Background: an optimization exercise with open tools, aiming at small area, a short achievable clock period and few clock cycles. Do not read the settings as production practice. Function was not checked in any run shown here: the RTL went through the layout flow alone.

## flow/design.v (module list and top-level ports; edited modules follow where they fit)
// module MandelbrotGen: 1299 lines
// module mfa: 4 lines
// module mha: 4 lines
module MandelbrotGen(
		input Clk_100M,           
		input  [4:0]BTNS,         
		input  SW0,               
		input  SW15,              
		output reg [18:0] addrA,  
		output reg [11:0] dinA,   
		output reg wea            
    );
  // ...
==> flow/flow/run.sh <==
#!/bin/bash
# Layout flow: the standard synthesis (standard.sh synth), then the
# standard ORFS layout steps (standard.sh's make command) with these changes:
#  - the resizer's timing repair aims for a larger setup slack margin, so that
#    it shortens the critical paths below the clock period;
#  - extra ORFS variables given in EXTRA below.
# Each tool's output goes to a log file in this folder.
set -euo pipefail
MARGIN=7.5
EXTRA='BUFFER_PORTS_ARGS="-buffer_cell sky130_fd_sc_hd__buf_2"'
bash standard.sh synth > synth.log 2>&1
sed -e "s/SETUP_SLACK_MARGIN=[0-9.]*/SETUP_SLACK_MARGIN=$MARGIN/" \
    -e "s|\"\${@:-finish}\"|$EXTRA \"\${@:-finish}\"|" standard.sh > layout.sh
bash layout.sh > layout.log 2>&1
==> flow/standard.sh <==
#!/bin/bash
# synth_recipe.tcl (not shown) runs the flow's synth.tcl, then flattens the netlist and writes it again
# the make line also repeats each setting of config.mk as NAME=value (left out here)
make -C /OpenROAD-flow-scripts/flow DESIGN_CONFIG=/design/flow/config.mk WORK_HOME=/design/flow/orfs CLKGATE_MAP_FILE= SYNTH_SCRIPT=/design/flow/synth_recipe.tcl "${@:-finish}"
==> flow/config.mk <==
export PLATFORM = sky130hd
export DESIGN_NAME = MandelbrotGen
export DESIGN_NICKNAME = MandelbrotGen
export VERILOG_FILES = /design/flow/design.v
export SDC_FILE = /design/flow/constraint.sdc
export NUM_CORES = 8
export LEC_CHECK = 0
export ABC_AREA = 1
export CAP_MARGIN = 70
export CORE_MARGIN = 2
export CORE_UTILIZATION = 40
export SETUP_SLACK_MARGIN = 5
export SLEW_MARGIN = 70
export SYNTH_HIERARCHICAL = 1
export SYNTH_MINIMUM_KEEP_SIZE = 0
export TNS_END_PERCENT = 0
==> flow/constraint.sdc <==
create_clock -name core_clock -period 11.0 [get_ports {Clk_100M}]
set_input_delay 2.2000 -clock core_clock [delete_from_list [all_inputs] [get_ports {Clk_100M}]]
set_output_delay 2.2000 -clock core_clock [all_outputs]
set_load 0.01 [all_outputs]
==> results.toml, run 1 <==
[sta]
setup_viol = 0
hold-worst-slack_ns = 0.3243
number_of_pins_exceeding_their_max_slew_limit_in_the_final_report = 0

[outcome]
run_status = "finished clean"

[global_route]
grt_busiest_layer = "met2"
antenna_found_initial = 0

[cts]
cts_bufs_inserted = 41
htree_num_levels = 2
buffer_levels_on_the_longest_clock_path = 3

[layout]
clock_buffers = 55
mostFrequentLayoutCells = "nand2_1, inv_1, fa_1, dfxtp_1, xor2_1"
final_layout_size_suffix_gt1_frac = 0.1360
clkCellAreaFrac = 0.04074
buffers = 174
num-nonclk-inverters = 554
number_of_antenna_cells_inserted = 0
final_cell_count_no_fill = 4878

[drt]
total_wire_length_um = 96410
post-route-drc-count = 0
wl_per_cell_um = 19.77
vias = 26120
viasPerCell = 5.354
dr.first_iter.drc_count = 2675

[critical_path]
cpMaxStageDelayCell = "fa_1"
critPathKind = "reg2reg"
timing.critical_path.from = "zi1[7]$_DFF_P_"

[placement]
place.port_buffers = 36
detailed_place_hpwl_um = 68210

[synth]
synth-warning-count = 7
synth-edff-count = 42
synth_top_family_by_area = "adder cells"
synth_fa_ha_area_frac = 0.3360
post_synth_most_frequent_cells = "nand2_1, inv_1, fa_1"
cell_types_with_the_largest_area_share_after_synthesis = "fa_1, dfxtp_1, nand2_1"
avgSynthCellArea_um2 = 8.363

[floorplan]
die_w_um = 284.8
dieHeight_um = 284.8
design.portCount = 40

[worst_hold_path]
hold_end = "n2[7]$_DFF_P_"

[job]
max_cap_violations = 0
==> inputs of run 2 (changes only) <==
--- a/flow/design.v
+++ b/flow/design.v
@@ -19,38 +19,39 @@
 	rst_q   <= SW15;
 	restart <= raw_restart;
 	pan_im  <= ~SW15 & (BTNS[0] | BTNS[1]);
 	pan_re  <= ~SW15 & ~BTNS[0] & ~BTNS[1] & (BTNS[3] | BTNS[4]);
 	pan_sub <= BTNS[0] | (~BTNS[1] & BTNS[3]);
 	zoom    <= BTNS[2];
 	sw0_q   <= SW0;
 end
-reg [17:0] re0, im0;           
-reg [4:0] sexp;                
-reg szero;                     
-wire [17:0] shift = szero ? 18'd0 : (18'd1 << sexp);
+reg [17:0] shift, re0, im0;    
 reg [9:0] xn;                  
 reg [8:0] yn;                  
 reg col0;                      
 reg pix0;                      
 reg ipar;                      
 reg hpar;                      
 reg [17:0] zr1, zi1, cr1, ci1;
+reg [17:0] zr1n, zi1n;         
+wire [17:0] zrb = ~zr1n;
+wire [17:0] zib = ~zi1n;
 reg [7:0] n1;                  
 reg v1, d1, t1;                
 reg [0:0] xc_q;
 reg [17:0] t0_q;
 reg [17:0] t1_q;
 reg [17:0] u1_q;
 reg [17:0] yh1_q;
 reg [0:0] yc_q;
 reg [17:0] zh0_q;
 reg [17:0] zh1_q;
-reg [0:0] zc_q;
+reg [12:0] zl0_q;
+reg [12:0] zl1_q;
 reg [17:0] cr2, ci2;
 reg [7:0] n2;
 reg v2, d2, t2;
 wire p0, p1;
 mha u_p0 ((zr1[0] & zr1[4]), (zr1[1] & zr1[3]), p0, p1);
 wire p2, p3;
 mfa u_p2 ((zr1[0] & zr1[5]), (zr1[1] & zr1[4]), (zr1[3] & ~zr1[2]), p2, p3);
 wire p4, p5;
@@ -575,241 +576,241 @@
 wire p522 = (p181 & p190) | (p181 & ~p419) | (p190 & ~p419);
 wire p523 = (p200 & p191) | (p200 & ~p438) | (p191 & ~p438);
 wire p524 = (p201 & p208) | (p201 & ~p439) | (p208 & ~p439);
 wire p525 = (p216 & p209) | (p216 & ~p454) | (p209 & ~p454);
 wire p526 = (p217 & p222) | (p217 & ~p455) | (p222 & ~p455);
 wire p527 = (p228 & p223) | (p228 & ~p466) | (p223 & ~p466);
 wire p528 = (p229 & p232) | (p229 & ~p467) | (p232 & ~p467);
 wire [14:0] y_lo = {1'b0, {p284, p269, p268, p255, p249, p245, p242, p239, (zi1[1] & zi1[2]), (zi1[0] & zi1[3]), (zi1[0] & zi1[2]), (zi1[1] & ~zi1[0]), 1'b0, zi1[0]}} + {1'b0, {p286, p276, p261, p260, p254, p248, p244, p240, p238, (zi1[2] & ~zi1[1]), (zi1[0] & zi1[1]), 1'b0, 1'b0, 1'b0}};
-wire p529 = zi1[0] ^ 1'b0;
-wire p530 = (zi1[1] & ~zi1[0] & ~1'b0) | (~zi1[1] & zi1[0] & 1'b0);
-wire p531 = zi1[1] ^ (p529 & zr1[0]);
-wire p532 = zi1[1] ^ ((p529 & zr1[1]) | (p530 & zr1[0]));
-wire p533 = zi1[1] ^ ((p529 & zr1[2]) | (p530 & zr1[1]));
-wire p534 = zi1[1] ^ ((p529 & zr1[3]) | (p530 & zr1[2]));
-wire p535 = zi1[1] ^ ((p529 & zr1[4]) | (p530 & zr1[3]));
-wire p536 = zi1[1] ^ ((p529 & zr1[5]) | (p530 & zr1[4]));
-wire p537 = zi1[1] ^ ((p529 & zr1[6]) | (p530 & zr1[5]));
-wire p538 = zi1[1] ^ ((p529 & zr1[7]) | (p530 & zr1[6]));
-wire p539 = zi1[1] ^ ((p529 & zr1[8]) | (p530 & zr1[7]));
-wire p540 = zi1[1] ^ ((p529 & zr1[9]) | (p530 & zr1[8]));
-wire p541 = zi1[1] ^ ((p529 & zr1[10]) | (p530 & zr1[9]));
-wire p542 = zi1[1] ^ ((p529 & zr1[11]) | (p530 & zr1[10]));
-wire p543 = zi1[1] ^ ((p529 & zr1[12]) | (p530 & zr1[11]));
-wire p544 = zi1[1] ^ ((p529 & zr1[13]) | (p530 & zr1[12]));
-wire p545 = zi1[1] ^ ((p529 & zr1[14]) | (p530 & zr1[13]));
-wire p546 = zi1[1] ^ ((p529 & zr1[15]) | (p530 & zr1[14]));
-wire p547 = zi1[1] ^ ((p529 & zr1[16]) | (p530 & zr1[15]));
-wire p548 = zi1[1] ^ ((p529 & zr1[17]) | (p530 & zr1[16]));
-wire p549 = ~(zi1[1] ^ ((p529 | p530) & zr1[17]));
-wire p550 = zi1[2] ^ zi1[1];
-wire p551 = (zi1[3] & ~zi1[2] & ~zi1[1]) | (~zi1[3] & zi1[2] & zi1[1]);
-wire p552 = zi1[3] ^ (p550 & zr1[0]);
-wire p553 = zi1[3] ^ ((p550 & zr1[1]) | (p551 & zr1[0]));
-wire p554 = zi1[3] ^ ((p550 & zr1[2]) | (p551 & zr1[1]));
-wire p555 = zi1[3] ^ ((p550 & zr1[3]) | (p551 & zr1[2]));
-wire p556 = zi1[3] ^ ((p550 & zr1[4]) | (p551 & zr1[3]));
-wire p557 = zi1[3] ^ ((p550 & zr1[5]) | (p551 & zr1[4]));
-wire p558 = zi1[3] ^ ((p550 & zr1[6]) | (p551 & zr1[5]));
-wire p559 = zi1[3] ^ ((p550 & zr1[7]) | (p551 & zr1[6]));
-wire p560 = zi1[3] ^ ((p550 & zr1[8]) | (p551 & zr1[7]));
-wire p561 = zi1[3] ^ ((p550 & zr1[9]) | (p551 & zr1[8]));
-wire p562 = zi1[3] ^ ((p550 & zr1[10]) | (p551 & zr1[9]));
-wire p563 = zi1[3] ^ ((p550 & zr1[11]) | (p551 & zr1[10]));
-wire p564 = zi1[3] ^ ((p550 & zr1[12]) | (p551 & zr1[11]));
-wire p565 = zi1[3] ^ ((p550 & zr1[13]) | (p551 & zr1[12]));
-wire p566 = zi1[3] ^ ((p550 & zr1[14]) | (p551 & zr1[13]));
-wire p567 = zi1[3] ^ ((p550 & zr1[15]) | (p551 & zr1[14]));
-wire p568 = zi1[3] ^ ((p550 & zr1[16]) | (p551 & zr1[15]));
-wire p569 = zi1[3] ^ ((p550 & zr1[17]) | (p551 & zr1[16]));
-wire p570 = ~(zi1[3] ^ ((p550 | p551) & zr1[17]));
-wire p571 = zi1[4] ^ zi1[3];
-wire p572 = (zi1[5] & ~zi1[4] & ~zi1[3]) | (~zi1[5] & zi1[4] & zi1[3]);
-wire p573 = zi1[5] ^ (p571 & zr1[0]);
-wire p574 = zi1[5] ^ ((p571 & zr1[1]) | (p572 & zr1[0]));
-wire p575 = zi1[5] ^ ((p571 & zr1[2]) | (p572 & zr1[1]));
-wire p576 = zi1[5] ^ ((p571 & zr1[3]) | (p572 & zr1[2]));
-wire p577 = zi1[5] ^ ((p571 & zr1[4]) | (p572 & zr1[3]));
-wire p578 = zi1[5] ^ ((p571 & zr1[5]) | (p572 & zr1[4]));
-wire p579 = zi1[5] ^ ((p571 & zr1[6]) | (p572 & zr1[5]));
-wire p580 = zi1[5] ^ ((p571 & zr1[7]) | (p572 & zr1[6]));
-wire p581 = zi1[5] ^ ((p571 & zr1[8]) | (p572 & zr1[7]));
-wire p582 = zi1[5] ^ ((p571 & zr1[9]) | (p572 & zr1[8]));
-wire p583 = zi1[5] ^ ((p571 & zr1[10]) | (p572 & zr1[9]));
-wire p584 = zi1[5] ^ ((p571 & zr1[11]) | (p572 & zr1[10]));
-wire p585 = zi1[5] ^ ((p571 & zr1[12]) | (p572 & zr1[11]));
-wire p586 = zi1[5] ^ ((p571 & zr1[13]) | (p572 & zr1[12]));
-wire p587 = zi1[5] ^ ((p571 & zr1[14]) | (p572 & zr1[13]));
-wire p588 = zi1[5] ^ ((p571 & zr1[15]) | (p572 & zr1[14]));
-wire p589 = zi1[5] ^ ((p571 & zr1[16]) | (p572 & zr1[15]));
-wire p590 = zi1[5] ^ ((p571 & zr1[17]) | (p572 & zr1[16]));
-wire p591 = ~(zi1[5] ^ ((p571 | p572) & zr1[17]));
-wire p592 = zi1[6] ^ zi1[5];
-wire p593 = (zi1[7] & ~zi1[6] & ~zi1[5]) | (~zi1[7] & zi1[6] & zi1[5]);
-wire p594 = zi1[7] ^ (p592 & zr1[0]);
-wire p595 = zi1[7] ^ ((p592 & zr1[1]) | (p593 & zr1[0]));
-wire p596 = zi1[7] ^ ((p592 & zr1[2]) | (p593 & zr1[1]));
-wire p597 = zi1[7] ^ ((p592 & zr1[3]) | (p593 & zr1[2]));
-wire p598 = zi1[7] ^ ((p592 & zr1[4]) | (p593 & zr1[3]));
-wire p599 = zi1[7] ^ ((p592 & zr1[5]) | (p593 & zr1[4]));
-wire p600 = zi1[7] ^ ((p592 & zr1[6]) | (p593 & zr1[5]));
-wire p601 = zi1[7] ^ ((p592 & zr1[7]) | (p593 & zr1[6]));
-wire p602 = zi1[7] ^ ((p592 & zr1[8]) | (p593 & zr1[7]));
-wire p603 = zi1[7] ^ ((p592 & zr1[9]) | (p593 & zr1[8]));
-wire p604 = zi1[7] ^ ((p592 & zr1[10]) | (p593 & zr1[9]));
-wire p605 = zi1[7] ^ ((p592 & zr1[11]) | (p593 & zr1[10]));
-wire p606 = zi1[7] ^ ((p592 & zr1[12]) | (p593 & zr1[11]));
-wire p607 = zi1[7] ^ ((p592 & zr1[13]) | (p593 & zr1[12]));
-wire p608 = zi1[7] ^ ((p592 & zr1[14]) | (p593 & zr1[13]));
-wire p609 = zi1[7] ^ ((p592 & zr1[15]) | (p593 & zr1[14]));
-wire p610 = zi1[7] ^ ((p592 & zr1[16]) | (p593 & zr1[15]));
-wire p611 = zi1[7] ^ ((p592 & zr1[17]) | (p593 & zr1[16]));
-wire p612 = ~(zi1[7] ^ ((p592 | p593) & zr1[17]));
-wire p613 = zi1[8] ^ zi1[7];
-wire p614 = (zi1[9] & ~zi1[8] & ~zi1[7]) | (~zi1[9] & zi1[8] & zi1[7]);
-wire p615 = zi1[9] ^ (p613 & zr1[0]);
-wire p616 = zi1[9] ^ ((p613 & zr1[1]) | (p614 & zr1[0]));
-wire p617 = zi1[9] ^ ((p613 & zr1[2]) | (p614 & zr1[1]));
-wire p618 = zi1[9] ^ ((p613 & zr1[3]) | (p614 & zr1[2]));
-wire p619 = zi1[9] ^ ((p613 & zr1[4]) | (p614 & zr1[3]));
-wire p620 = zi1[9] ^ ((p613 & zr1[5]) | (p614 & zr1[4]));
-wire p621 = zi1[9] ^ ((p613 & zr1[6]) | (p614 & zr1[5]));
-wire p622 = zi1[9] ^ ((p613 & zr1[7]) | (p614 & zr1[6]));
-wire p623 = zi1[9] ^ ((p613 & zr1[8]) | (p614 & zr1[7]));
-wire p624 = zi1[9] ^ ((p613 & zr1[9]) | (p614 & zr1[8]));
-wire p625 = zi1[9] ^ ((p613 & zr1[10]) | (p614 & zr1[9]));
-wire p626 = zi1[9] ^ ((p613 & zr1[11]) | (p614 & zr1[10]));
-wire p627 = zi1[9] ^ ((p613 & zr1[12]) | (p614 & zr1[11]));
-wire p628 = zi1[9] ^ ((p613 & zr1[13]) | (p614 & zr1[12]));
-wire p629 = zi1[9] ^ ((p613 & zr1[14]) | (p614 & zr1[13]));
-wire p630 = zi1[9] ^ ((p613 & zr1[15]) | (p614 & zr1[14]));
-wire p631 = zi1[9] ^ ((p613 & zr1[16]) | (p614 & zr1[15]));
-wire p632 = zi1[9] ^ ((p613 & zr1[17]) | (p614 & zr1[16]));
-wire p633 = ~(zi1[9] ^ ((p613 | p614) & zr1[17]));
-wire p634 = zi1[10] ^ zi1[9];
-wire p635 = (zi1[11] & ~zi1[10] & ~zi1[9]) | (~zi1[11] & zi1[10] & zi1[9]);
-wire p636 = zi1[11] ^ (p634 & zr1[0]);
-wire p637 = zi1[11] ^ ((p634 & zr1[1]) | (p635 & zr1[0]));
-wire p638 = zi1[11] ^ ((p634 & zr1[2]) | (p635 & zr1[1]));
-wire p639 = zi1[11] ^ ((p634 & zr1[3]) | (p635 & zr1[2]));
-wire p640 = zi1[11] ^ ((p634 & zr1[4]) | (p635 & zr1[3]));
-wire p641 = zi1[11] ^ ((p634 & zr1[5]) | (p635 & zr1[4]));
-wire p642 = zi1[11] ^ ((p634 & zr1[6]) | (p635 & zr1[5]));
-wire p643 = zi1[11] ^ ((p634 & zr1[7]) | (p635 & zr1[6]));
-wire p644 = zi1[11] ^ ((p634 & zr1[8]) | (p635 & zr1[7]));
-wire p645 = zi1[11] ^ ((p634 & zr1[9]) | (p635 & zr1[8]));
-wire p646 = zi1[11] ^ ((p634 & zr1[10]) | (p635 & zr1[9]));
-wire p647 = zi1[11] ^ ((p634 & zr1[11]) | (p635 & zr1[10]));
-wire p648 = zi1[11] ^ ((p634 & zr1[12]) | (p635 & zr1[11]));
-wire p649 = zi1[11] ^ ((p634 & zr1[13]) | (p635 & zr1[12]));
-wire p650 = zi1[11] ^ ((p634 & zr1[14]) | (p635 & zr1[13]));
-wire p651 = zi1[11] ^ ((p634 & zr1[15]) | (p635 & zr1[14]));
-wire p652 = zi1[11] ^ ((p634 & zr1[16]) | (p635 & zr1[15]));
-wire p653 = zi1[11] ^ ((p634 & zr1[17]) | (p635 & zr1[16]));
-wire p654 = ~(zi1[11] ^ ((p634 | p635) & zr1[17]));
-wire p655 = zi1[12] ^ zi1[11];
-wire p656 = (zi1[13] & ~zi1[12] & ~zi1[11]) | (~zi1[13] & zi1[12] & zi1[11]);
-wire p657 = zi1[13] ^ (p655 & zr1[0]);
-wire p658 = zi1[13] ^ ((p655 & zr1[1]) | (p656 & zr1[0]));
-wire p659 = zi1[13] ^ ((p655 & zr1[2]) | (p656 & zr1[1]));
-wire p660 = zi1[13] ^ ((p655 & zr1[3]) | (p656 & zr1[2]));
-wire p661 = zi1[13] ^ ((p655 & zr1[4]) | (p656 & zr1[3]));
-wire p662 = zi1[13] ^ ((p655 & zr1[5]) | (p656 & zr1[4]));
-wire p663 = zi1[13] ^ ((p655 & zr1[6]) | (p656 & zr1[5]));
-wire p664 = zi1[13] ^ ((p655 & zr1[7]) | (p656 & zr1[6]));
-wire p665 = zi1[13] ^ ((p655 & zr1[8]) | (p656 & zr1[7]));
-wire p666 = zi1[13] ^ ((p655 & zr1[9]) | (p656 & zr1[8]));
-wire p667 = zi1[13] ^ ((p655 & zr1[10]) | (p656 & zr1[9]));
-wire p668 = zi1[13] ^ ((p655 & zr1[11]) | (p656 & zr1[10]));
-wire p669 = zi1[13] ^ ((p655 & zr1[12]) | (p656 & zr1[11]));
-wire p670 = zi1[13] ^ ((p655 & zr1[13]) | (p656 & zr1[12]));
-wire p671 = zi1[13] ^ ((p655 & zr1[14]) | (p656 & zr1[13]));
-wire p672 = zi1[13] ^ ((p655 & zr1[15]) | (p656 & zr1[14]));
-wire p673 = zi1[13] ^ ((p655 & zr1[16]) | (p656 & zr1[15]));
-wire p674 = zi1[13] ^ ((p655 & zr1[17]) | (p656 & zr1[16]));
-wire p675 = ~(zi1[13] ^ ((p655 | p656) & zr1[17]));
-wire p676 = zi1[14] ^ zi1[13];
-wire p677 = (zi1[15] & ~zi1[14] & ~zi1[13]) | (~zi1[15] & zi1[14] & zi1[13]);
-wire p678 = zi1[15] ^ (p676 & zr1[0]);
-wire p679 = zi1[15] ^ ((p676 & zr1[1]) | (p677 & zr1[0]));
-wire p680 = zi1[15] ^ ((p676 & zr1[2]) | (p677 & zr1[1]));
-wire p681 = zi1[15] ^ ((p676 & zr1[3]) | (p677 & zr1[2]));
-wire p682 = zi1[15] ^ ((p676 & zr1[4]) | (p677 & zr1[3]));
-wire p683 = zi1[15] ^ ((p676 & zr1[5]) | (p677 & zr1[4]));
-wire p684 = zi1[15] ^ ((p676 & zr1[6]) | (p677 & zr1[5]));
-wire p685 = zi1[15] ^ ((p676 & zr1[7]) | (p677 & zr1[6]));
-wire p686 = zi1[15] ^ ((p676 & zr1[8]) | (p677 & zr1[7]));
-wire p687 = zi1[15] ^ ((p676 & zr1[9]) | (p677 & zr1[8]));
-wire p688 = zi1[15] ^ ((p676 & zr1[10]) | (p677 & zr1[9]));
-wire p689 = zi1[15] ^ ((p676 & zr1[11]) | (p677 & zr1[10]));
-wire p690 = zi1[15] ^ ((p676 & zr1[12]) | (p677 & zr1[11]));
-wire p691 = zi1[15] ^ ((p676 & zr1[13]) | (p677 & zr1[12]));
-wire p692 = zi1[15] ^ ((p676 & zr1[14]) | (p677 & zr1[13]));
-wire p693 = zi1[15] ^ ((p676 & zr1[15]) | (p677 & zr1[14]));
-wire p694 = zi1[15] ^ ((p676 & zr1[16]) | (p677 & zr1[15]));
-wire p695 = zi1[16] ^ zi1[15];
-wire p696 = (zi1[17] & ~zi1[16] & ~zi1[15]) | (~zi1[17] & zi1[16] & zi1[15]);
-wire p697 = zi1[17] ^ (p695 & zr1[0]);
-wire p698 = zi1[17] ^ ((p695 & zr1[1]) | (p696 & zr1[0]));
-wire p699 = zi1[17] ^ ((p695 & zr1[2]) | (p696 & zr1[1]));
-wire p700 = zi1[17] ^ ((p695 & zr1[3]) | (p696 & zr1[2]));
-wire p701 = zi1[17] ^ ((p695 & zr1[4]) | (p696 & zr1[3]));
-wire p702 = zi1[17] ^ ((p695 & zr1[5]) | (p696 & zr1[4]));
-wire p703 = zi1[17] ^ ((p695 & zr1[6]) | (p696 & zr1[5]));
-wire p704 = zi1[17] ^ ((p695 & zr1[7]) | (p696 & zr1[6]));
-wire p705 = zi1[17] ^ ((p695 & zr1[8]) | (p696 & zr1[7]));
-wire p706 = zi1[17] ^ ((p695 & zr1[9]) | (p696 & zr1[8]));
-wire p707 = zi1[17] ^ ((p695 & zr1[10]) | (p696 & zr1[9]));
-wire p708 = zi1[17] ^ ((p695 & zr1[11]) | (p696 & zr1[10]));
-wire p709 = zi1[17] ^ ((p695 & zr1[12]) | (p696 & zr1[11]));
-wire p710 = zi1[17] ^ ((p695 & zr1[13]) | (p696 & zr1[12]));
-wire p711 = zi1[17] ^ ((p695 & zr1[14]) | (p696 & zr1[13]));
+wire p529 = zib[0] ^ 1'b0;
+wire p530 = (zib[1] & ~zib[0] & ~1'b0) | (~zib[1] & zib[0] & 1'b0);
+wire p531 = zib[1] ^ (p529 & zrb[0]);
+wire p532 = zib[1] ^ ((p529 & zrb[1]) | (p530 & zrb[0]));
+wire p533 = zib[1] ^ ((p529 & zrb[2]) | (p530 & zrb[1]));
+wire p534 = zib[1] ^ ((p529 & zrb[3]) | (p530 & zrb[2]));
+wire p535 = zib[1] ^ ((p529 & zrb[4]) | (p530 & zrb[3]));
+wire p536 = zib[1] ^ ((p529 & zrb[5]) | (p530 & zrb[4]));
+wire p537 = zib[1] ^ ((p529 & zrb[6]) | (p530 & zrb[5]));
+wire p538 = zib[1] ^ ((p529 & zrb[7]) | (p530 & zrb[6]));
+wire p539 = zib[1] ^ ((p529 & zrb[8]) | (p530 & zrb[7]));
+wire p540 = zib[1] ^ ((p529 & zrb[9]) | (p530 & zrb[8]));
+wire p541 = zib[1] ^ ((p529 & zrb[10]) | (p530 & zrb[9]));
+wire p542 = zib[1] ^ ((p529 & zrb[11]) | (p530 & zrb[10]));
+wire p543 = zib[1] ^ ((p529 & zrb[12]) | (p530 & zrb[11]));
+wire p544 = zib[1] ^ ((p529 & zrb[13]) | (p530 & zrb[12]));
+wire p545 = zib[1] ^ ((p529 & zrb[14]) | (p530 & zrb[13]));
+wire p546 = zib[1] ^ ((p529 & zrb[15]) | (p530 & zrb[14]));
+wire p547 = zib[1] ^ ((p529 & zrb[16]) | (p530 & zrb[15]));
+wire p548 = zib[1] ^ ((p529 & zrb[17]) | (p530 & zrb[16]));
+wire p549 = ~(zib[1] ^ ((p529 | p530) & zrb[17]));
+wire p550 = zib[2] ^ zib[1];
+wire p551 = (zib[3] & ~zib[2] & ~zib[1]) | (~zib[3] & zib[2] & zib[1]);
+wire p552 = zib[3] ^ (p550 & zrb[0]);
+wire p553 = zib[3] ^ ((p550 & zrb[1]) | (p551 & zrb[0]));
+wire p554 = zib[3] ^ ((p550 & zrb[2]) | (p551 & zrb[1]));
+wire p555 = zib[3] ^ ((p550 & zrb[3]) | (p551 & zrb[2]));
+wire p556 = zib[3] ^ ((p550 & zrb[4]) | (p551 & zrb[3]));
+wire p557 = zib[3] ^ ((p550 & zrb[5]) | (p551 & zrb[4]));
+wire p558 = zib[3] ^ ((p550 & zrb[6]) | (p551 & zrb[5]));
+wire p559 = zib[3] ^ ((p550 & zrb[7]) | (p551 & zrb[6]));
+wire p560 = zib[3] ^ ((p550 & zrb[8]) | (p551 & zrb[7]));
+wire p561 = zib[3] ^ ((p550 & zrb[9]) | (p551 & zrb[8]));
+wire p562 = zib[3] ^ ((p550 & zrb[10]) | (p551 & zrb[9]));
+wire p563 = zib[3] ^ ((p550 & zrb[11]) | (p551 & zrb[10]));
+wire p564 = zib[3] ^ ((p550 & zrb[12]) | (p551 & zrb[11]));
+wire p565 = zib[3] ^ ((p550 & zrb[13]) | (p551 & zrb[12]));
+wire p566 = zib[3] ^ ((p550 & zrb[14]) | (p551 & zrb[13]));
+wire p567 = zib[3] ^ ((p550 & zrb[15]) | (p551 & zrb[14]));
+wire p568 = zib[3] ^ ((p550 & zrb[16]) | (p551 & zrb[15]));
+wire p569 = zib[3] ^ ((p550 & zrb[17]) | (p551 & zrb[16]));
+wire p570 = ~(zib[3] ^ ((p550 | p551) & zrb[17]));
+wire p571 = zib[4] ^ zib[3];
+wire p572 = (zib[5] & ~zib[4] & ~zib[3]) | (~zib[5] & zib[4] & zib[3]);
+wire p573 = zib[5] ^ (p571 & zrb[0]);
+wire p574 = zib[5] ^ ((p571 & zrb[1]) | (p572 & zrb[0]));
+wire p575 = zib[5] ^ ((p571 & zrb[2]) | (p572 & zrb[1]));
+wire p576 = zib[5] ^ ((p571 & zrb[3]) | (p572 & zrb[2]));
+wire p577 = zib[5] ^ ((p571 & zrb[4]) | (p572 & zrb[3]));
+wire p578 = zib[5] ^ ((p571 & zrb[5]) | (p572 & zrb[4]));
+wire p579 = zib[5] ^ ((p571 & zrb[6]) | (p572 & zrb[5]));
+wire p580 = zib[5] ^ ((p571 & zrb[7]) | (p572 & zrb[6]));
+wire p581 = zib[5] ^ ((p571 & zrb[8]) | (p572 & zrb[7]));
+wire p582 = zib[5] ^ ((p571 & zrb[9]) | (p572 & zrb[8]));
+wire p583 = zib[5] ^ ((p571 & zrb[10]) | (p572 & zrb[9]));
+wire p584 = zib[5] ^ ((p571 & zrb[11]) | (p572 & zrb[10]));
+wire p585 = zib[5] ^ ((p571 & zrb[12]) | (p572 & zrb[11]));
+wire p586 = zib[5] ^ ((p571 & zrb[13]) | (p572 & zrb[12]));
+wire p587 = zib[5] ^ ((p571 & zrb[14]) | (p572 & zrb[13]));
+wire p588 = zib[5] ^ ((p571 & zrb[15]) | (p572 & zrb[14]));
+wire p589 = zib[5] ^ ((p571 & zrb[16]) | (p572 & zrb[15]));
+wire p590 = zib[5] ^ ((p571 & zrb[17]) | (p572 & zrb[16]));
+wire p591 = ~(zib[5] ^ ((p571 | p572) & zrb[17]));
+wire p592 = zib[6] ^ zib[5];
+wire p593 = (zib[7] & ~zib[6] & ~zib[5]) | (~zib[7] & zib[6] & zib[5]);
+wire p594 = zib[7] ^ (p592 & zrb[0]);
+wire p595 = zib[7] ^ ((p592 & zrb[1]) | (p593 & zrb[0]));
+wire p596 = zib[7] ^ ((p592 & zrb[2]) | (p593 & zrb[1]));
+wire p597 = zib[7] ^ ((p592 & zrb[3]) | (p593 & zrb[2]));
+wire p598 = zib[7] ^ ((p592 & zrb[4]) | (p593 & zrb[3]));
+wire p599 = zib[7] ^ ((p592 & zrb[5]) | (p593 & zrb[4]));
+wire p600 = zib[7] ^ ((p592 & zrb[6]) | (p593 & zrb[5]));
+wire p601 = zib[7] ^ ((p592 & zrb[7]) | (p593 & zrb[6]));
+wire p602 = zib[7] ^ ((p592 & zrb[8]) | (p593 & zrb[7]));
+wire p603 = zib[7] ^ ((p592 & zrb[9]) | (p593 & zrb[8]));
+wire p604 = zib[7] ^ ((p592 & zrb[10]) | (p593 & zrb[9]));
+wire p605 = zib[7] ^ ((p592 & zrb[11]) | (p593 & zrb[10]));
+wire p606 = zib[7] ^ ((p592 & zrb[12]) | (p593 & zrb[11]));
+wire p607 = zib[7] ^ ((p592 & zrb[13]) | (p593 & zrb[12]));
+wire p608 = zib[7] ^ ((p592 & zrb[14]) | (p593 & zrb[13]));
+wire p609 = zib[7] ^ ((p592 & zrb[15]) | (p593 & zrb[14]));
+wire p610 = zib[7] ^ ((p592 & zrb[16]) | (p593 & zrb[15]));
+wire p611 = zib[7] ^ ((p592 & zrb[17]) | (p593 & zrb[16]));
+wire p612 = ~(zib[7] ^ ((p592 | p593) & zrb[17]));
+wire p613 = zib[8] ^ zib[7];
+wire p614 = (zib[9] & ~zib[8] & ~zib[7]) | (~zib[9] & zib[8] & zib[7]);
+wire p615 = zib[9] ^ (p613 & zrb[0]);
+wire p616 = zib[9] ^ ((p613 & zrb[1]) | (p614 & zrb[0]));
+wire p617 = zib[9] ^ ((p613 & zrb[2]) | (p614 & zrb[1]));
+wire p618 = zib[9] ^ ((p613 & zrb[3]) | (p614 & zrb[2]));
+wire p619 = zib[9] ^ ((p613 & zrb[4]) | (p614 & zrb[3]));
+wire p620 = zib[9] ^ ((p613 & zrb[5]) | (p614 & zrb[4]));
+wire p621 = zib[9] ^ ((p613 & zrb[6]) | (p614 & zrb[5]));
+wire p622 = zib[9] ^ ((p613 & zrb[7]) | (p614 & zrb[6]));
+wire p623 = zib[9] ^ ((p613 & zrb[8]) | (p614 & zrb[7]));
+wire p624 = zib[9] ^ ((p613 & zrb[9]) | (p614 & zrb[8]));
+wire p625 = zib[9] ^ ((p613 & zrb[10]) | (p614 & zrb[9]));
+wire p626 = zib[9] ^ ((p613 & zrb[11]) | (p614 & zrb[10]));
+wire p627 = zib[9] ^ ((p613 & zrb[12]) | (p614 & zrb[11]));
+wire p628 = zib[9] ^ ((p613 & zrb[13]) | (p614 & zrb[12]));
+wire p629 = zib[9] ^ ((p613 & zrb[14]) | (p614 & zrb[13]));
+wire p630 = zib[9] ^ ((p613 & zrb[15]) | (p614 & zrb[14]));
+wire p631 = zib[9] ^ ((p613 & zrb[16]) | (p614 & zrb[15]));
+wire p632 = zib[9] ^ ((p613 & zrb[17]) | (p614 & zrb[16]));
+wire p633 = ~(zib[9] ^ ((p613 | p614) & zrb[17]));
+wire p634 = zib[10] ^ zib[9];
+wire p635 = (zib[11] & ~zib[10] & ~zib[9]) | (~zib[11] & zib[10] & zib[9]);
+wire p636 = zib[11] ^ (p634 & zrb[0]);
+wire p637 = zib[11] ^ ((p634 & zrb[1]) | (p635 & zrb[0]));
+wire p638 = zib[11] ^ ((p634 & zrb[2]) | (p635 & zrb[1]));
+wire p639 = zib[11] ^ ((p634 & zrb[3]) | (p635 & zrb[2]));
+wire p640 = zib[11] ^ ((p634 & zrb[4]) | (p635 & zrb[3]));
+wire p641 = zib[11] ^ ((p634 & zrb[5]) | (p635 & zrb[4]));
+wire p642 = zib[11] ^ ((p634 & zrb[6]) | (p635 & zrb[5]));
+wire p643 = zib[11] ^ ((p634 & zrb[7]) | (p635 & zrb[6]));
+wire p644 = zib[11] ^ ((p634 & zrb[8]) | (p635 & zrb[7]));
+wire p645 = zib[11] ^ ((p634 & zrb[9]) | (p635 & zrb[8]));
+wire p646 = zib[11] ^ ((p634 & zrb[10]) | (p635 & zrb[9]));
+wire p647 = zib[11] ^ ((p634 & zrb[11]) | (p635 & zrb[10]));
+wire p648 = zib[11] ^ ((p634 & zrb[12]) | (p635 & zrb[11]));
+wire p649 = zib[11] ^ ((p634 & zrb[13]) | (p635 & zrb[12]));
+wire p650 = zib[11] ^ ((p634 & zrb[14]) | (p635 & zrb[13]));
+wire p651 = zib[11] ^ ((p634 & zrb[15]) | (p635 & zrb[14]));
+wire p652 = zib[11] ^ ((p634 & zrb[16]) | (p635 & zrb[15]));
+wire p653 = zib[11] ^ ((p634 & zrb[17]) | (p635 & zrb[16]));
+wire p654 = ~(zib[11] ^ ((p634 | p635) & zrb[17]));
+wire p655 = zib[12] ^ zib[11];
+wire p656 = (zib[13] & ~zib[12] & ~zib[11]) | (~zib[13] & zib[12] & zib[11]);
+wire p657 = zib[13] ^ (p655 & zrb[0]);
+wire p658 = zib[13] ^ ((p655 & zrb[1]) | (p656 & zrb[0]));
+wire p659 = zib[13] ^ ((p655 & zrb[2]) | (p656 & zrb[1]));
+wire p660 = zib[13] ^ ((p655 & zrb[3]) | (p656 & zrb[2]));
+wire p661 = zib[13] ^ ((p655 & zrb[4]) | (p656 & zrb[3]));
+wire p662 = zib[13] ^ ((p655 & zrb[5]) | (p656 & zrb[4]));
+wire p663 = zib[13] ^ ((p655 & zrb[6]) | (p656 & zrb[5]));
+wire p664 = zib[13] ^ ((p655 & zrb[7]) | (p656 & zrb[6]));
+wire p665 = zib[13] ^ ((p655 & zrb[8]) | (p656 & zrb[7]));
+wire p666 = zib[13] ^ ((p655 & zrb[9]) | (p656 & zrb[8]));
+wire p667 = zib[13] ^ ((p655 & zrb[10]) | (p656 & zrb[9]));
+wire p668 = zib[13] ^ ((p655 & zrb[11]) | (p656 & zrb[10]));
+wire p669 = zib[13] ^ ((p655 & zrb[12]) | (p656 & zrb[11]));
+wire p670 = zib[13] ^ ((p655 & zrb[13]) | (p656 & zrb[12]));
+wire p671 = zib[13] ^ ((p655 & zrb[14]) | (p656 & zrb[13]));
+wire p672 = zib[13] ^ ((p655 & zrb[15]) | (p656 & zrb[14]));
+wire p673 = zib[13] ^ ((p655 & zrb[16]) | (p656 & zrb[15]));
+wire p674 = zib[13] ^ ((p655 & zrb[17]) | (p656 & zrb[16]));
+wire p675 = ~(zib[13] ^ ((p655 | p656) & zrb[17]));
+wire p676 = zib[14] ^ zib[13];
+wire p677 = (zib[15] & ~zib[14] & ~zib[13]) | (~zib[15] & zib[14] & zib[13]);
+wire p678 = zib[15] ^ (p676 & zrb[0]);
+wire p679 = zib[15] ^ ((p676 & zrb[1]) | (p677 & zrb[0]));
+wire p680 = zib[15] ^ ((p676 & zrb[2]) | (p677 & zrb[1]));
+wire p681 = zib[15] ^ ((p676 & zrb[3]) | (p677 & zrb[2]));
+wire p682 = zib[15] ^ ((p676 & zrb[4]) | (p677 & zrb[3]));
+wire p683 = zib[15] ^ ((p676 & zrb[5]) | (p677 & zrb[4]));
+wire p684 = zib[15] ^ ((p676 & zrb[6]) | (p677 & zrb[5]));
+wire p685 = zib[15] ^ ((p676 & zrb[7]) | (p677 & zrb[6]));
+wire p686 = zib[15] ^ ((p676 & zrb[8]) | (p677 & zrb[7]));
+wire p687 = zib[15] ^ ((p676 & zrb[9]) | (p677 & zrb[8]));
+wire p688 = zib[15] ^ ((p676 & zrb[10]) | (p677 & zrb[9]));
+wire p689 = zib[15] ^ ((p676 & zrb[11]) | (p677 & zrb[10]));
+wire p690 = zib[15] ^ ((p676 & zrb[12]) | (p677 & zrb[11]));
+wire p691 = zib[15] ^ ((p676 & zrb[13]) | (p677 & zrb[12]));
+wire p692 = zib[15] ^ ((p676 & zrb[14]) | (p677 & zrb[13]));
+wire p693 = zib[15] ^ ((p676 & zrb[15]) | (p677 & zrb[14]));
+wire p694 = zib[15] ^ ((p676 & zrb[16]) | (p677 & zrb[15]));
+wire p695 = zib[16] ^ zib[15];
+wire p696 = (zib[17] & ~zib[16] & ~zib[15]) | (~zib[17] & zib[16] & zib[15]);
+wire p697 = zib[17] ^ (p695 & zrb[0]);
+wire p698 = zib[17] ^ ((p695 & zrb[1]) | (p696 & zrb[0]));
+wire p699 = zib[17] ^ ((p695 & zrb[2]) | (p696 & zrb[1]));
+wire p700 = zib[17] ^ ((p695 & zrb[3]) | (p696 & zrb[2]));
+wire p701 = zib[17] ^ ((p695 & zrb[4]) | (p696 & zrb[3]));
+wire p702 = zib[17] ^ ((p695 & zrb[5]) | (p696 & zrb[4]));
+wire p703 = zib[17] ^ ((p695 & zrb[6]) | (p696 & zrb[5]));
+wire p704 = zib[17] ^ ((p695 & zrb[7]) | (p696 & zrb[6]));
+wire p705 = zib[17] ^ ((p695 & zrb[8]) | (p696 & zrb[7]));
+wire p706 = zib[17] ^ ((p695 & zrb[9]) | (p696 & zrb[8]));
+wire p707 = zib[17] ^ ((p695 & zrb[10]) | (p696 & zrb[9]));
+wire p708 = zib[17] ^ ((p695 & zrb[11]) | (p696 & zrb[10]));
+wire p709 = zib[17] ^ ((p695 & zrb[12]) | (p696 & zrb[11]));
+wire p710 = zib[17] ^ ((p695 & zrb[13]) | (p696 & zrb[12]));
+wire p711 = zib[17] ^ ((p695 & zrb[14]) | (p696 & zrb[13]));
 wire p712, p713;
-mha u_p712 (zi1[3], p533, p712, p713);
+mha u_p712 (zib[3], p533, p712, p713);
 wire p714, p715;
 mha u_p714 (p534, p553, p714, p715);
 wire p716, p717;
-mfa u_p716 (zi1[5], p535, p554, p716, p717);
+mfa u_p716 (zib[5], p535, p554, p716, p717);
 wire p718, p719;
 mha u_p718 (p573, p715, p718, p719);
 wire p720, p721;
 mfa u_p720 (p536, p555, p574, p720, p721);
 wire p722, p723;
 mha u_p722 (p717, p719, p722, p723);
 wire p724, p725;
-mfa u_p724 (zi1[7], p537, p556, p724, p725);
+mfa u_p724 (zib[7], p537, p556, p724, p725);
 wire p726, p727;
 mfa u_p726 (p575, p594, p721, p726, p727);
 wire p728, p729;
 mha u_p728 (p724, p723, p728, p729);
 wire p730, p731;
 mfa u_p730 (p538, p557, p576, p730, p731);
 wire p732, p733;
 mfa u_p732 (p595, p725, p730, p732, p733);
 wire p734, p735;
 mha u_p734 (p727, p729, p734, p735);
 wire p736, p737;
-mfa u_p736 (zi1[9], p539, p558, p736, p737);
+mfa u_p736 (zib[9], p539, p558, p736, p737);
 wire p738, p739;
 mfa u_p738 (p577, p596, p615, p738, p739);
 wire p740, p741;
 mfa u_p740 (p731, p736, p738, p740, p741);
 wire p742, p743;
 mha u_p742 (p733, p740, p742, p743);
 wire p744, p745;
 mfa u_p744 (p540, p559, p578, p744, p745);
 wire p746, p747;
 mfa u_p746 (p597, p616, p737, p746, p747);
 wire p748, p749;
 mfa u_p748 (p739, p744, p741, p748, p749);
 wire p750, p751;
 mha u_p750 (p746, p743, p750, p751);
 wire p752, p753;
-mfa u_p752 (zi1[11], p541, p560, p752, p753);
+mfa u_p752 (zib[11], p541, p560, p752, p753);
 wire p754, p755;
 mfa u_p754 (p579, p598, p617, p754, p755);
 wire p756, p757;
 mfa u_p756 (p636, p745, p752, p756, p757);
 wire p758, p759;
 mfa u_p758 (p754, p747, p756, p758, p759);
 wire p760, p761;
 mha u_p760 (p749, p751, p760, p761);
@@ -819,17 +820,17 @@
 mfa u_p764 (p599, p618, p637, p764, p765);
 wire p766, p767;
 mfa u_p766 (p753, p755, p762, p766, p767);
 wire p768, p769;
 mfa u_p768 (p764, p757, p766, p768, p769);
 wire p770, p771;
 mha u_p770 (p759, p768, p770, p771);
 wire p772, p773;
-mfa u_p772 (zi1[13], p543, p562, p772, p773);
+mfa u_p772 (zib[13], p543, p562, p772, p773);
 wire p774, p775;
 mfa u_p774 (p581, p600, p619, p774, p775);
 wire p776, p777;
 mfa u_p776 (p638, p657, p763, p776, p777);
 wire p778, p779;
 mfa u_p778 (p765, p772, p774, p778, p779);
 wire p780, p781;
 mfa u_p780 (p767, p776, p778, p780, p781);
@@ -843,17 +844,17 @@
 mfa u_p788 (p658, p773, p775, p788, p789);
 wire p790, p791;
 mfa u_p790 (p784, p786, p777, p790, p791);
 wire p792, p793;
 mfa u_p792 (p779, p788, p790, p792, p793);
 wire p794, p795;
 mha u_p794 (p781, p783, p794, p795);
 wire p796, p797;
-mfa u_p796 (zi1[15], p545, p564, p796, p797);
+mfa u_p796 (zib[15], p545, p564, p796, p797);
 wire p798, p799;
 mfa u_p798 (p583, p602, p621, p798, p799);
 wire p800, p801;
 mfa u_p800 (p640, p659, p678, p800, p801);
 wire p802, p803;
 mfa u_p802 (p785, p787, p796, p802, p803);
 wire p804, p805;
 mfa u_p804 (p798, p800, p789, p804, p805);
@@ -871,17 +872,17 @@
 mfa u_p816 (p799, p801, p810, p816, p817);
 wire p818, p819;
 mfa u_p818 (p812, p803, p814, p818, p819);
 wire p820, p821;
 mfa u_p820 (p816, p805, p818, p820, p821);
 wire p822, p823;
 mha u_p822 (p807, p820, p822, p823);
 wire p824, p825;
-mfa u_p824 (zi1[17], p547, p566, p824, p825);
+mfa u_p824 (zib[17], p547, p566, p824, p825);
 wire p826, p827;
 mfa u_p826 (p585, p604, p623, p826, p827);
 wire p828, p829;
 mfa u_p828 (p642, p661, p680, p828, p829);
 wire p830, p831;
 mfa u_p830 (p697, p811, p813, p830, p831);
 wire p832, p833;
 mfa u_p832 (p824, p826, p828, p832, p833);
@@ -1038,26 +1039,27 @@
 wire p984, p985;
 mfa u_p984 (p710, p977, p982, p984, p985);
 wire p986, p987;
 mha u_p986 (p979, p984, p986, p987);
 wire p988, p989;
 mfa u_p988 (p675, p694, p711, p988, p989);
 wire p990, p991;
 mfa u_p990 (p983, p988, p985, p990, p991);
-wire [13:0] z_lo = {1'b0, {p771, p761, p758, p748, p735, p732, p726, p720, p716, p713, p552, p532, zi1[1]}} + {1'b0, {p782, p770, p760, p750, p742, p734, p728, p722, p718, p714, p712, 1'b0, p531}};
 wire [0:0] xc_w = {x_lo[14]};
 wire [17:0] t0_w = {p510, p508, p506, p504, p502, p500, p498, p496, p494, p492, p490, p488, p486, p484, p482, p480, p478, p476};
 wire [17:0] t1_w = {p509, p507, p505, p503, p501, p499, p497, p495, p493, p491, p489, p487, p485, p483, p481, p479, p477, 1'b0};
 wire [17:0] u1_w = {p528, p527, p526, p525, p524, p523, p522, p521, p520, p519, p518, p517, p516, p515, p514, p513, p512, 1'b1};
 wire [17:0] yh1_w = {p471, p470, p461, p460, p447, p446, p429, p428, p407, p406, p381, p380, p366, p350, p334, p320, p308, p296};
 wire [0:0] yc_w = {y_lo[14]};
 wire [17:0] zh0_w = {p987, p986, p975, p974, p959, p958, p939, p938, p915, p914, p887, p886, p855, p839, p823, p809, p795, p792};
 wire [17:0] zh1_w = {p990, p981, p980, p967, p966, p949, p948, p927, p926, p901, p900, p871, p870, p854, p838, p822, p808, p794};
-wire [0:0] zc_w = {z_lo[13]};
+wire [12:0] zl0_w = {p771, p761, p758, p748, p735, p732, p726, p720, p716, p713, p552, p532, zib[1]};
+wire [12:0] zl1_w = {p782, p770, p760, p750, p742, p734, p728, p722, p718, p714, p712, 1'b0, p531};
+wire [13:0] z_lo = {1'b0, zl0_q} + {1'b0, zl1_q};
 wire q0, q1;
 mfa u_q0 (t0_q[0], t1_q[0], yh1_q[0], q0, q1);
 wire q2, q3;
 mfa u_q2 (t0_q[1], t1_q[1], yh1_q[1], q2, q3);
 wire q4, q5;
 mfa u_q4 (t0_q[2], t1_q[2], yh1_q[2], q4, q5);
 wire q6, q7;
 mfa u_q6 (t0_q[3], t1_q[3], yh1_q[3], q6, q7);
@@ -1196,83 +1198,81 @@
 wire q140, q141;
 mfa u_q140 (zh0_q[16], zh1_q[16], ci2[16], q140, q141);
 wire q142, q143;
 mfa u_q142 (zh0_q[17], zh1_q[17], ci2[17], q142, q143);
 wire [18:0] s_sum_t = {{q34, q32, q30, q28, q26, q24, q22, q20, q18, q16, q14, q12, q10, q8, q6, q4, q2, q0}, yc_q[0]} + {{q33, q31, q29, q27, q25, q23, q21, q19, q17, q15, q13, q11, q9, q7, q5, q3, q1, xc_q[0]}, yc_q[0]};
 wire [17:0] s_sum = s_sum_t[18:1];
 wire [18:0] nzr_t = {{q106, q104, q102, q100, q98, q96, q94, q92, q90, q88, q86, q84, q82, q80, q78, q76, q74, q72}, 1'b0} + {{q105, q103, q101, q99, q97, q95, q93, q91, q89, q87, q85, q83, q81, q79, q77, q75, q73, ~yc_q[0]}, 1'b0};
 wire [17:0] nzr = nzr_t[18:1];
-wire [18:0] nzi_t = {{q142, q140, q138, q136, q134, q132, q130, q128, q126, q124, q122, q120, q118, q116, q114, q112, q110, q108}, 1'b0} + {{q141, q139, q137, q135, q133, q131, q129, q127, q125, q123, q121, q119, q117, q115, q113, q111, q109, zc_q[0]}, 1'b0};
+wire [18:0] nzi_t = {{q142, q140, q138, q136, q134, q132, q130, q128, q126, q124, q122, q120, q118, q116, q114, q112, q110, q108}, 1'b0} + {{q141, q139, q137, q135, q133, q131, q129, q127, q125, q123, q121, q119, q117, q115, q113, q111, q109, z_lo[13]}, 1'b0};
 wire [17:0] nzi = nzi_t[18:1];
 wire esc_s  = ~s_sum[17] & s_sum[16] & (|s_sum[15:0]);
 wire stop   = esc_s | (n2 == 8'd149);
 wire retire = v2 & d2 & (t2 == hpar) & ~restart;
 wire take   = (~v2 | retire) & ~restart;
 wire pan = pan_im | pan_re;
 wire [17:0] add_a = pan_im ? im0 : pan_re ? re0 : col0 ? ci1 : cr1;
 wire [17:0] add_b = pan ? {shift[12:0], 5'b0} : shift;
 wire add_sub = pan ? pan_sub : col0;
 wire [17:0] add_r = add_a + (add_b ^ {18{add_sub}}) + {17'b0, add_sub};
 wire [17:0] crn = col0 ? re0 : add_r;
 wire [17:0] cin = pix0 ? im0 : col0 ? add_r : ci1;
 wire [17:0] pre0 = pan_re ? add_r : re0;
 wire [17:0] pim0 = pan_im ? add_r : im0;
-reg [17:0] nre0, nim0;
-reg [4:0] nsexp;
-reg nszero;
+reg [17:0] nshift, nre0, nim0;
 always @* begin
-	nsexp = sexp; nszero = szero; nre0 = pre0; nim0 = pim0;
+	nshift = shift; nre0 = pre0; nim0 = pim0;
 	if (zoom) begin
 		if (!sw0_q) begin
-			if (sexp == 5'd17) nszero = 1'b1;
-			else               nsexp  = sexp + 5'd1;
+			nshift = {shift[16:0], 1'b0};
 			nre0   = {pre0[16:0], 1'b0};
 			nim0   = {pim0[16:0], 1'b0};
 		end else begin
-			if (sexp == 5'd0)  nszero = 1'b1;
-			else               nsexp  = sexp - 5'd1;
+			nshift = {1'b0, shift[17:1]};
 			nre0   = {pre0[17], pre0[17:1]};
 			nim0   = {pim0[17], pim0[17:1]};
 		end
 	end
 	if (rst_q) begin
-		nsexp  = 5'd6;         
-		nszero = 1'b0;
+		nshift = 18'd64;
 		nre0   = 18'h3B000;    
 		nim0   = 18'h03C00;    
 	end
 end
 wire [17:0] zr_nx = take ? crn : nzr;
 wire [17:0] zi_nx = take ? cin : nzi;
 always @(posedge Clk_100M) begin
 	xc_q <= xc_w;
 	t0_q <= t0_w;
 	t1_q <= t1_w;
 	u1_q <= u1_w;
 	yh1_q <= yh1_w;
 	yc_q <= yc_w;
 	zh0_q <= zh0_w;
 	zh1_q <= zh1_w;
-	zc_q <= zc_w;
+	zl0_q <= zl0_w;
+	zl1_q <= zl1_w;
 	cr2 <= cr1; ci2 <= ci1; n2 <= n1; d2 <= d1; t2 <= t1;
 	v2 <= v1 & ~restart;
 	zr1 <= zr_nx;
 	zi1 <= zi_nx;
+	zr1n <= ~zr_nx;
+	zi1n <= ~zi_nx;
 		if (take) begin
 		cr1 <= crn; ci1 <= cin;
 		n1 <= 8'd0; d1 <= 1'b0; t1 <= ipar;
 	end else begin
 		cr1 <= cr2; ci1 <= ci2;
 		n1 <= d2 ? n2 : n2 + 8'd1;
 		d1 <= d2 | stop; t1 <= t2;
 	end
 	v1 <= ~restart & (v2 | take);
 	if (restart) begin
-		sexp <= nsexp; szero <= nszero; re0 <= nre0; im0 <= nim0;
+		shift <= nshift; re0 <= nre0; im0 <= nim0;
 		xn <= 10'd0; yn <= 9'd0; col0 <= 1'b1; pix0 <= 1'b1; ipar <= 1'b0;
 	end else if (take) begin
 		ipar <= ~ipar;
 		pix0 <= 1'b0;
 		if (xn == 10'd639) begin
 			xn   <= 10'd0;
 			col0 <= 1'b1;
 			if (yn == 9'd479) begin
==> results.toml, run 2 <==
[sta]
hold-worst-slack_ns = 0.3246
fin_worst_skew_ns = 0.03571
layout_worst_path_cycle_share = 0.3258
post-route-worst-setup-slack_ns = 7.416
timing.final.crit_period_ns = 3.584
hold_viol = 0
max_freq_mhz = 279.0
number_of_pins_exceeding_their_max_slew_limit_in_the_final_report = 0
setup_viol = 0
rsz_0062_raised_after_global_routing = "yes"
setup_total_negative_slack_ns = 0

[floorplan]
rows = 105
placeableCoreArea_um2 = 82240
die_area_um2 = 85510
starting_density_of_the_core = 0.4046
die_w_um = 292.4
design.portCount = 40
dieHeight_um = 292.4

[global_route]
first_pass_grt_wire_length_um = 150900
antenna_found_initial = 2
maximum_number_of_pins_on_one_net_before_global_route_repair = 59
grt_overflow = 0
grt_pass1_vias = 26520
grt_usage = 0.2248

[synth]
cell_types_with_the_largest_area_share_after_synthesis = "fa_1, dfxtp_1, nand2_1"
synth_area_leader_cell = "fa_1"
avgSynthCellArea_um2 = 8.441
synth-warning-count = 7
postSynthRegisterBits = 412
synthCells = 3942
dominantRegCellSynth = "dfxtp_1"
synth.lib_cells_used.distinct = 66
synthesized_area_um2 = 33280
post_synth_most_frequent_cells = "nand2_1, inv_1, fa_1"
synth_async_sr_flop_share = 0
synth-edff-count = 54
synth.top_cell.area_share = 0.2527
synth_most_common_cell = "nand2_1"
ys_seq_area_frac = 0.2641

[critical_path]
worst_ep_arrival_ns = 4.06
worst_r2r_endpoint = "zh1_q[9]$_DFF_P_"
timing.critical_path.from = "zi1n[5]$_DFF_P_"
critPathKind = "reg2reg"
worstSetupEndpoint = "zh1_q[9]$_DFF_P_"
crit_path_max_fanout = 6
rr_startpoint = "zi1n[5]$_DFF_P_"
worst_setup_path_start_kind = "register"
worst-r2r-cell-count = 12
setup.worst_path.end_class = "register"
critical_path_required_ns = 11.47
reg2reg_setup_slack_ns = 7.42

[drt]
total_wire_length_um = 96810
post-route-drc-count = 0
viasPerCell = 5.231
final_antenna_net_count = 0
vias = 26630
wl_per_cell_um = 19.02
dr.pass1.iters = 6
dr.first_iter.drc_count = 2115

[cts]
buffer_levels_on_the_longest_clock_path = 3
htree_num_levels = 2
cts.root.buffer_cell = "clkbuf_16"
numClockSinks = 412
cts_bufs_inserted = 49
holdBufCountCts = 0
clock_tree_from_tritoncts = "built"
clk_transition_reported_paths_ns = 0.06
insertion_delay_ns = 0.63

[placement]
place.port_buffers = 36
routabilityCongestion = 0.9090
pre_cts_slack_ns = 6.960
place_inst = 4894
detailed_place_hpwl_um = 70350

[outcome]
run_status = "finished clean"

[layout]
area_delta_synth_final_pct = 15.53
final_cell_count_no_fill = 5091
most_common_cell_after_layout_fill_and_taps_aside = "nand2_1"
final_nets = 4563
max_flop_register = "addrA"
largest_reg_flops = 19
mostFrequentLayoutCells = "nand2_1, inv_1, fa_1, dfxtp_1, nor2_1"
final_layout_size_suffix_gt1_frac = 0.1413

[worst_hold_path]
min-delay-path-class = "reg2reg"

[job]
max_cap_violations = 0
[run 2: cell families (layout without fill, tap and decap cells)]
kind of cell	after synthesis	after routing	share of synthesized area
other	2	15	0.0002257
xor gates and xnor gates	221	221	0.05839
DFF	412	412	0.2641
muxes	4	4	0.001203
and+or+nand+nor	1306	1306	0.1643
buffers and inverters	826	892	0.09509
AOI/OAI and AO/OA	595	595	0.1054
adders and majority gates	576	576	0.3113
[run 2: through the flow]
| stage | cell area [µm²] | util |
|---|---|---|
| global route | 38440 | 0.4674 |
| global placement | 34270 | 0.4167 |
| finish | 38440 | 0.4675 |
| detailed placement | 34690 | 0.4218 |
| floorplan | 33470 | - |
| CTS | 37410 | 0.4548 |
[run 2: worst min-delay path by stage]
stage	startpoint	slack, ns	depth (start not counted)	end
6_report	n1[3]$_SDFF_PP0_	0.32	0	n2[3]$_DFF_P_
4_1_cts	d1$_SDFF_PP0_	0.33	0	d2$_DFF_P_
2_1_floorplan	d1$_SDFF_PP0_	0.31	0	d2$_DFF_P_
3_3_place_gp	n1[3]$_SDFF_PP0_	0.31	0	n2[3]$_DFF_P_
5_1_grt	d1$_SDFF_PP0_	0.33	0	d2$_DFF_P_
3_5_place_dp	n1[6]$_SDFF_PP0_	0.31	0	n2[6]$_DFF_P_
[run 2: Yosys stat by module, one instance, submodules excluded]
module | flops+latches | cells inside | cell area (µm²)
mha | 0 | 1 | 12.51
mfa | 0 | 1 | 20.02
MandelbrotGen | 412 | 3474 | 24300
[run 2: repair_timing]
| item | 4_1_cts | 5_1_grt |
|---|---|---|
| cloned | 7 | 7 |
| gates resized for setup | 136 | 130 |
| pin swaps | 28 | 72 |
| setup buffers | 45 | 44 |
| endpoints found under the setup margin | 151 | 133 |
| endpoints found under the hold margin | 0 | 0 |
[run 2: routing by layer]
metal / GRT usage / up-vias / wire length (µm)
li1: - / 12550 / -
met1: 0.3112 / 12860 / 41950
met2: 0.3588 / 1023 / 43940
met3: 0.02967 / 197 / 6910
met4: 0.08530 / 0 / 4020
met5: 0 / - / 0
[run 2: cell type report]
class | count | area, µm²
Antenna cell | 1 | 2.502
Sequential cell | 412 | 8997
Tap cell | 1070 | 1339
Inverter | 621 | 2460
Multi-Input combinational cell | 2716 | 22260
Fill cell | 7899 | 43800
Timing Repair Buffer | 174 | 1639
Clock buffer | 79 | 1541
Timing Repair inverter | 5 | 35.03
Clock inverter | 13 | 172.7
[run 2: worst max-delay path, stage by stage (launching register included)]
cell	delay, ns
dfxtp_4	0.38
nand2_2	0.09
inv_1	0.08
nor2_4	0.13
clkinv_4	0.11
buf_4	0.16
buf_4	0.13
o22ai_1	0.20
xor2_1	0.23
fa_2	0.49
fa_1	0.44
fa_1	0.58
fa_1	0.43

static timing again, ports no longer ideal:
No port has a modelled driver above. Below, the same layouts with a new extraction and two added sets of constraints. Step 1 assumes that a clkbuf_16 drives the clock port and a buf_2 every other input. Step 2, shift: input delay + t, output delay - t, t = (earliest + latest rising clock arrival at the registers) / 2. This alone moves slack from input paths to output paths. Three values: ideal ports, drivers, drivers and shift; two values: the first two.
run | shift t [ns] | setup slack, ns | worst register clock-pin slew, ns | worst slew at a driven data input, ns
run 1 | 0.638 | 7.220 / 7.220 / 7.220 | 0.08 / 0.08 | 0.03
run 2 | 0.669 | 7.416 / 7.416 / 7.416 | 0.06 / 0.06 | 0.03
After both steps every run listed still meets setup and hold.
